Background: an optimization exercise with open tools, aiming at small area and a short achievable clock period. Do not read the settings as production practice.
In this exercise RTL edits were held to simulation tests only and were not proved equivalent to the original.
No activity file was given, so power comes from the tool's default toggle rates.

## old
==> flow/design.v <==
module adder #(parameter N = 64, parameter L = 6)	 
					(input logic [N-1:0] a, b,
					input logic inv,
					output logic [N-1:0] y);
	logic [N-1:0] g [0:L];
	logic [N-1:0] p [0:L];
	always_comb begin
		g[0] = a & b;
		p[0] = a ^ b;
		for (int l = 1; l <= L; l++)
			for (int i = 0; i < N; i++)
				if (i >= (1 << (l - 1))) begin
					g[l][i] = g[l-1][i] | (p[l-1][i] & g[l-1][i - (1 << (l - 1))]);
					p[l][i] = p[l-1][i] & p[l-1][i - (1 << (l - 1))];
				end else begin
					g[l][i] = g[l-1][i];
					p[l][i] = p[l-1][i];
				end
		y = (p[0] ^ {N{inv}}) ^ {g[L][N-2:0], 1'b0};
	end
endmodule
module regfile(input logic clk, input logic we3, input logic [30:0] rs1,
					input logic [30:0] rs2, input logic [4:0] wa3, input logic [63:0] wd3,
					output logic [63:0] rd1, output logic [63:0] rd2);
	logic [30:0][63:0] registers;
	always_comb begin
		rd1 = '0;
		rd2 = '0;
		for (int k = 0; k < 31; k++) begin
			rd1 = rd1 | ({64{rs1[k]}} & registers[k]);
			rd2 = rd2 | ({64{rs2[k]}} & registers[k]);
		end
	end
	always_ff @(posedge clk)
		for (int k = 0; k < 31; k++)
			if (we3 && wa3 == 5'(k)) registers[k] <= wd3;
endmodule
module processor_arm #(parameter N = 64)
							(input logic CLOCK_50, reset,
							output logic [N-1:0] IM_addr,
							input  logic [31:0] IM_readData,
							output logic [N-1:0] DM_writeData, DM_addr,
							output logic DM_writeEnable, DM_readEnable,
							input  logic [N-1:0] DM_readData);
	logic clk;
	assign clk = CLOCK_50;
	logic [63:2] pc_f;
	logic        pcsrc_m;
	logic [63:0] r_m, x_m;
	always_ff @(posedge clk, posedge reset)
		if (reset) pc_f <= '0;
		else       pc_f <= pcsrc_m ? r_m[63:2] : pc_f + 62'd1;
	assign IM_addr = {pc_f, 2'b00};
	logic        ins31_d;
	logic [30:0] ins_lo_d;
	logic [63:2] pc_d;
	logic [31:0] ins_d;
	logic [30:0] rs1_d, rs2_d;
	logic [4:0]  ra1_f, ra2_f;
	logic        reg2loc_f, cbz_f;
	assign reg2loc_f = IM_readData[31:21] == 11'b11111000000 || IM_readData[31:24] == 8'b10110100;
	assign ra1_f     = IM_readData[9:5];
	assign cbz_f     = IM_readData[31:24] == 8'b10110100;
	assign ra2_f     = reg2loc_f ? IM_readData[4:0] : IM_readData[20:16];
	always_ff @(posedge clk, posedge reset)
		if (reset) ins31_d <= 1'b0;
		else       ins31_d <= IM_readData[31];
	always_ff @(posedge clk) begin
		ins_lo_d <= IM_readData[30:0];
		pc_d     <= pc_f;
		for (int k = 0; k < 31; k++) begin
			rs1_d[k] <= ra1_f == 5'(k) && !cbz_f;
			rs2_d[k] <= ra2_f == 5'(k);
		end
	end
	assign ins_d = {ins31_d, ins_lo_d};
	logic [10:0] op;
	logic is_ldur, is_stur, is_cbz, is_add, is_sub, is_and, is_orr, is_addi, is_subi;
	logic alusrc, sub_d, regwrite_d;
	logic [63:0] rd1, rd2;
	logic [63:0] imm_d, opa_d, opb_d;
	logic [4:0]  wa_w;
	logic [63:0] wd_w;
	logic        we_w;
	assign op      = ins_d[31:21];
	assign is_ldur = op == 11'b11111000010;
	assign is_stur = op == 11'b11111000000;
	assign is_cbz  = op[10:3] == 8'b10110100;
	assign is_add  = op == 11'b10001011000;
	assign is_sub  = op == 11'b11001011000;
	assign is_and  = op == 11'b10001010000;
	assign is_orr  = op == 11'b10101010000;
	assign is_addi = op[10:1] == 10'b1001000100;
	assign is_subi = op[10:1] == 10'b1101000100;
	assign alusrc     = is_ldur | is_stur | is_addi | is_subi | is_cbz;
	assign sub_d      = is_sub | is_subi;
	assign regwrite_d = (is_ldur | is_add | is_sub | is_and | is_orr | is_addi | is_subi)
	                    & (ins_d[4:0] != 5'd31);
	regfile registers (.clk(clk), .we3(we_w), .rs1(rs1_d), .rs2(rs2_d), .wa3(wa_w),
	                   .wd3(wd_w), .rd1(rd1), .rd2(rd2));
	assign opa_d = (rd1 | ({64{is_cbz}} & {pc_d, 2'b00})) ^ {64{sub_d}};
	always_comb
		if (is_addi | is_subi) imm_d = {{52{ins_d[21]}}, ins_d[21:10]};
		else if (is_cbz)       imm_d = {{43{ins_d[23]}}, ins_d[23:5], 2'b00};
		else                   imm_d = {{55{ins_d[20]}}, ins_d[20:12]};
	assign opb_d = alusrc ? imm_d : rd2;
	logic [63:0] a_e, b_e, d_e;
	logic [4:0]  wa_e;
	logic sub_e, and_e, orr_e;
	logic regwrite_e, memread_e, memwrite_e, branch_e;
	always_ff @(posedge clk, posedge reset)
		if (reset) begin
			regwrite_e <= 1'b0;
			memread_e  <= 1'b0;
			memwrite_e <= 1'b0;
			branch_e   <= 1'b0;
		end else begin
			regwrite_e <= regwrite_d;
			memread_e  <= is_ldur;
			memwrite_e <= is_stur;
			branch_e   <= is_cbz;
		end
	always_ff @(posedge clk) begin
		a_e   <= opa_d;
		b_e   <= opb_d;
		d_e   <= rd2;
		wa_e  <= ins_d[4:0];
		sub_e <= sub_d;
		and_e <= is_and;
		orr_e <= is_orr;
	end
	logic [63:0] sum, res_e;
	adder #(64) alu_add (.a(a_e), .b(b_e), .inv(sub_e), .y(sum));
	assign res_e  = and_e ? (a_e & b_e) : orr_e ? (a_e | b_e) : sum;
	logic [4:0]  wa_m;
	logic regwrite_m, memread_m, memwrite_m;
	always_ff @(posedge clk, posedge reset)
		if (reset) begin
			regwrite_m <= 1'b0;
			memread_m  <= 1'b0;
			memwrite_m <= 1'b0;
			pcsrc_m    <= 1'b0;
		end else begin
			regwrite_m <= regwrite_e;
			memread_m  <= memread_e;
			memwrite_m <= memwrite_e;
			pcsrc_m    <= branch_e && d_e == 64'd0;	 
		end
	always_ff @(posedge clk) begin
		r_m  <= res_e;
		x_m  <= d_e;
		wa_m <= wa_e;
	end
	assign DM_addr        = r_m;
	assign DM_writeData   = x_m;
	assign DM_readEnable  = memread_m;
	assign DM_writeEnable = memwrite_m;
	always_ff @(posedge clk, posedge reset)
		if (reset) we_w <= 1'b0;
		else       we_w <= regwrite_m;
	always_ff @(posedge clk) begin
		wd_w <= memread_m ? DM_readData : r_m;
		wa_w <= wa_m;
	end
endmodule
export LEC_CHECK = 0
export CAP_MARGIN = 20
export CELL_PAD_IN_SITES_DETAIL_PLACEMENT = 1
export CELL_PAD_IN_SITES_GLOBAL_PLACEMENT = 1
export CORE_MARGIN = 2
export CORE_UTILIZATION = 35
export CTS_CLUSTER_DIAMETER = 100
export CTS_CLUSTER_SIZE = 25
export SLEW_MARGIN = 20
create_clock -name core_clock -period 10.0 [get_ports {CLOCK_50}]
standard.sh (not shown) runs the stock make flow with config.mk's settings and CLKGATE_MAP_FILE= SYNTH_SCRIPT=/design/flow/synth_recipe.tcl, a recipe that flattens the netlist after the stock synthesis.
==> flow/flow/run.sh <==
#!/bin/bash
export SETUP_SLACK_MARGIN=6.6
bash standard.sh > standard.log 2>&1
> inputs changed (old -> new)
-- flow/design.v --
<<< old, line 58
	logic [30:0] rs1_d, rs2_d;
	logic [4:0]  ra1_f, ra2_f;
	logic        reg2loc_f, cbz_f;
	assign reg2loc_f = IM_readData[31:21] == 11'b11111000000 || IM_readData[31:24] == 8'b10110100;
	assign ra1_f     = IM_readData[9:5];
	assign cbz_f     = IM_readData[31:24] == 8'b10110100;
	assign ra2_f     = reg2loc_f ? IM_readData[4:0] : IM_readData[20:16];
	always_ff @(posedge clk, posedge reset)
>>> new, line 58
	logic [30:0] rs1_d, rs2_d;
	logic [4:0]  ra1_f, ra2_f;
	logic        reg2loc_f;
	assign reg2loc_f = IM_readData[31:21] == 11'b11111000000 || IM_readData[31:24] == 8'b10110100;
	assign ra1_f     = IM_readData[9:5];
	assign ra2_f     = reg2loc_f ? IM_readData[4:0] : IM_readData[20:16];
	always_ff @(posedge clk, posedge reset)
<<< old, line 70
		pc_d     <= pc_f;
		for (int k = 0; k < 31; k++) begin
			rs1_d[k] <= ra1_f == 5'(k) && !cbz_f;
			rs2_d[k] <= ra2_f == 5'(k);
		end
>>> new, line 69
		pc_d     <= pc_f;
		for (int k = 0; k < 31; k++) begin
			rs1_d[k] <= ra1_f == 5'(k);
			rs2_d[k] <= ra2_f == 5'(k);
		end
<<< old, line 80
	logic [63:0] rd1, rd2;
	logic [63:0] imm_d, opa_d, opb_d;
	logic [4:0]  wa_w;
	logic [63:0] wd_w;
>>> new, line 79
	logic [63:0] rd1, rd2;
	logic [63:0] imm_d, opa_d, opb_d;
	logic        taken_d;
	logic [4:0]  wa_w;
	logic [63:0] wd_w;
<<< old, line 99
	regfile registers (.clk(clk), .we3(we_w), .rs1(rs1_d), .rs2(rs2_d), .wa3(wa_w),
	                   .wd3(wd_w), .rd1(rd1), .rd2(rd2));
	assign opa_d = (rd1 | ({64{is_cbz}} & {pc_d, 2'b00})) ^ {64{sub_d}};
	always_comb
		if (is_addi | is_subi) imm_d = {{52{ins_d[21]}}, ins_d[21:10]};
>>> new, line 99
	regfile registers (.clk(clk), .we3(we_w), .rs1(rs1_d), .rs2(rs2_d), .wa3(wa_w),
	                   .wd3(wd_w), .rd1(rd1), .rd2(rd2));
	assign opa_d = (is_cbz ? {pc_d, 2'b00} : rd1) ^ {64{sub_d}};
	always_comb
		if (is_addi | is_subi) imm_d = {{52{ins_d[21]}}, ins_d[21:10]};
<<< old, line 105
		else                   imm_d = {{55{ins_d[20]}}, ins_d[20:12]};
	assign opb_d = alusrc ? imm_d : rd2;
	logic [63:0] a_e, b_e, d_e;
	logic [4:0]  wa_e;
	logic sub_e, and_e, orr_e;
	logic regwrite_e, memread_e, memwrite_e, branch_e;
	always_ff @(posedge clk, posedge reset)
		if (reset) begin
>>> new, line 105
		else                   imm_d = {{55{ins_d[20]}}, ins_d[20:12]};
	assign opb_d = alusrc ? imm_d : rd2;
	assign taken_d = is_cbz & (rd2 == 64'd0);
	logic [63:0] a_e, b_e, d_e;
	logic [4:0]  wa_e;
	logic sub_e, and_e, orr_e;
	logic regwrite_e, memread_e, memwrite_e, taken_e;
	always_ff @(posedge clk, posedge reset)
		if (reset) begin
<<< old, line 114
			memread_e  <= 1'b0;
			memwrite_e <= 1'b0;
			branch_e   <= 1'b0;
		end else begin
			regwrite_e <= regwrite_d;
			memread_e  <= is_ldur;
			memwrite_e <= is_stur;
			branch_e   <= is_cbz;
		end
	always_ff @(posedge clk) begin
>>> new, line 115
			memread_e  <= 1'b0;
			memwrite_e <= 1'b0;
			taken_e    <= 1'b0;
		end else begin
			regwrite_e <= regwrite_d;
			memread_e  <= is_ldur;
			memwrite_e <= is_stur;
			taken_e    <= taken_d;
		end
	always_ff @(posedge clk) begin
<<< old, line 145
			memread_m  <= memread_e;
			memwrite_m <= memwrite_e;
			pcsrc_m    <= branch_e && d_e == 64'd0;	 
		end
	always_ff @(posedge clk) begin
>>> new, line 146
			memread_m  <= memread_e;
			memwrite_m <= memwrite_e;
			pcsrc_m    <= taken_e;
		end
	always_ff @(posedge clk) begin
Results
NOTE fmax old->new decreased by a few percent
The global-route usage of new is higher than that of old.
On total design power, the lower figure sits with old, not new.
Comparing new and old, final critical-path required period is lower on old.
old has lower via count than new.
Post-route clock period utilization (lower): old
new against old: layout overhead on the synthesized area moved up; post-synthesis share of cell area spent on xor and xnor gates saw little to no change.

what the ideal ports hide:
In the flow no input, the clock included, has a driving cell. The finished layouts below were timed again as built, in two steps.
Step 1: set_driving_cell puts a clkbuf_16 on CLOCK_50 and a buf_2 on each other input, an assumption about the parent block.
Step 2 also shifts input and output timing later by t, the mid clock arrival at the registers, as if the neighbouring blocks saw the same clock.
a / b / c = no drivers / after step 1 / after step 2; a / b = the first two.
run | shift t [ns] | setup slack, ns | clock arrival spread, ns | slew at the worst register clock pin (ns) | pins driven straight from the clock port
old | 0.947 | 6.402 / 6.374 / 5.849 | 0.063 / 0.064 | 0.11 / 0.11 | 1
new | 0.950 | 6.231 / 6.231 / 5.811 | 0.067 / 0.067 | 0.11 / 0.11 | 1
After both steps every run listed still meets setup and hold. For old, which loses most, drivers alone change the setup slack by -0.028 ns; drivers and shift together by -0.553 ns.
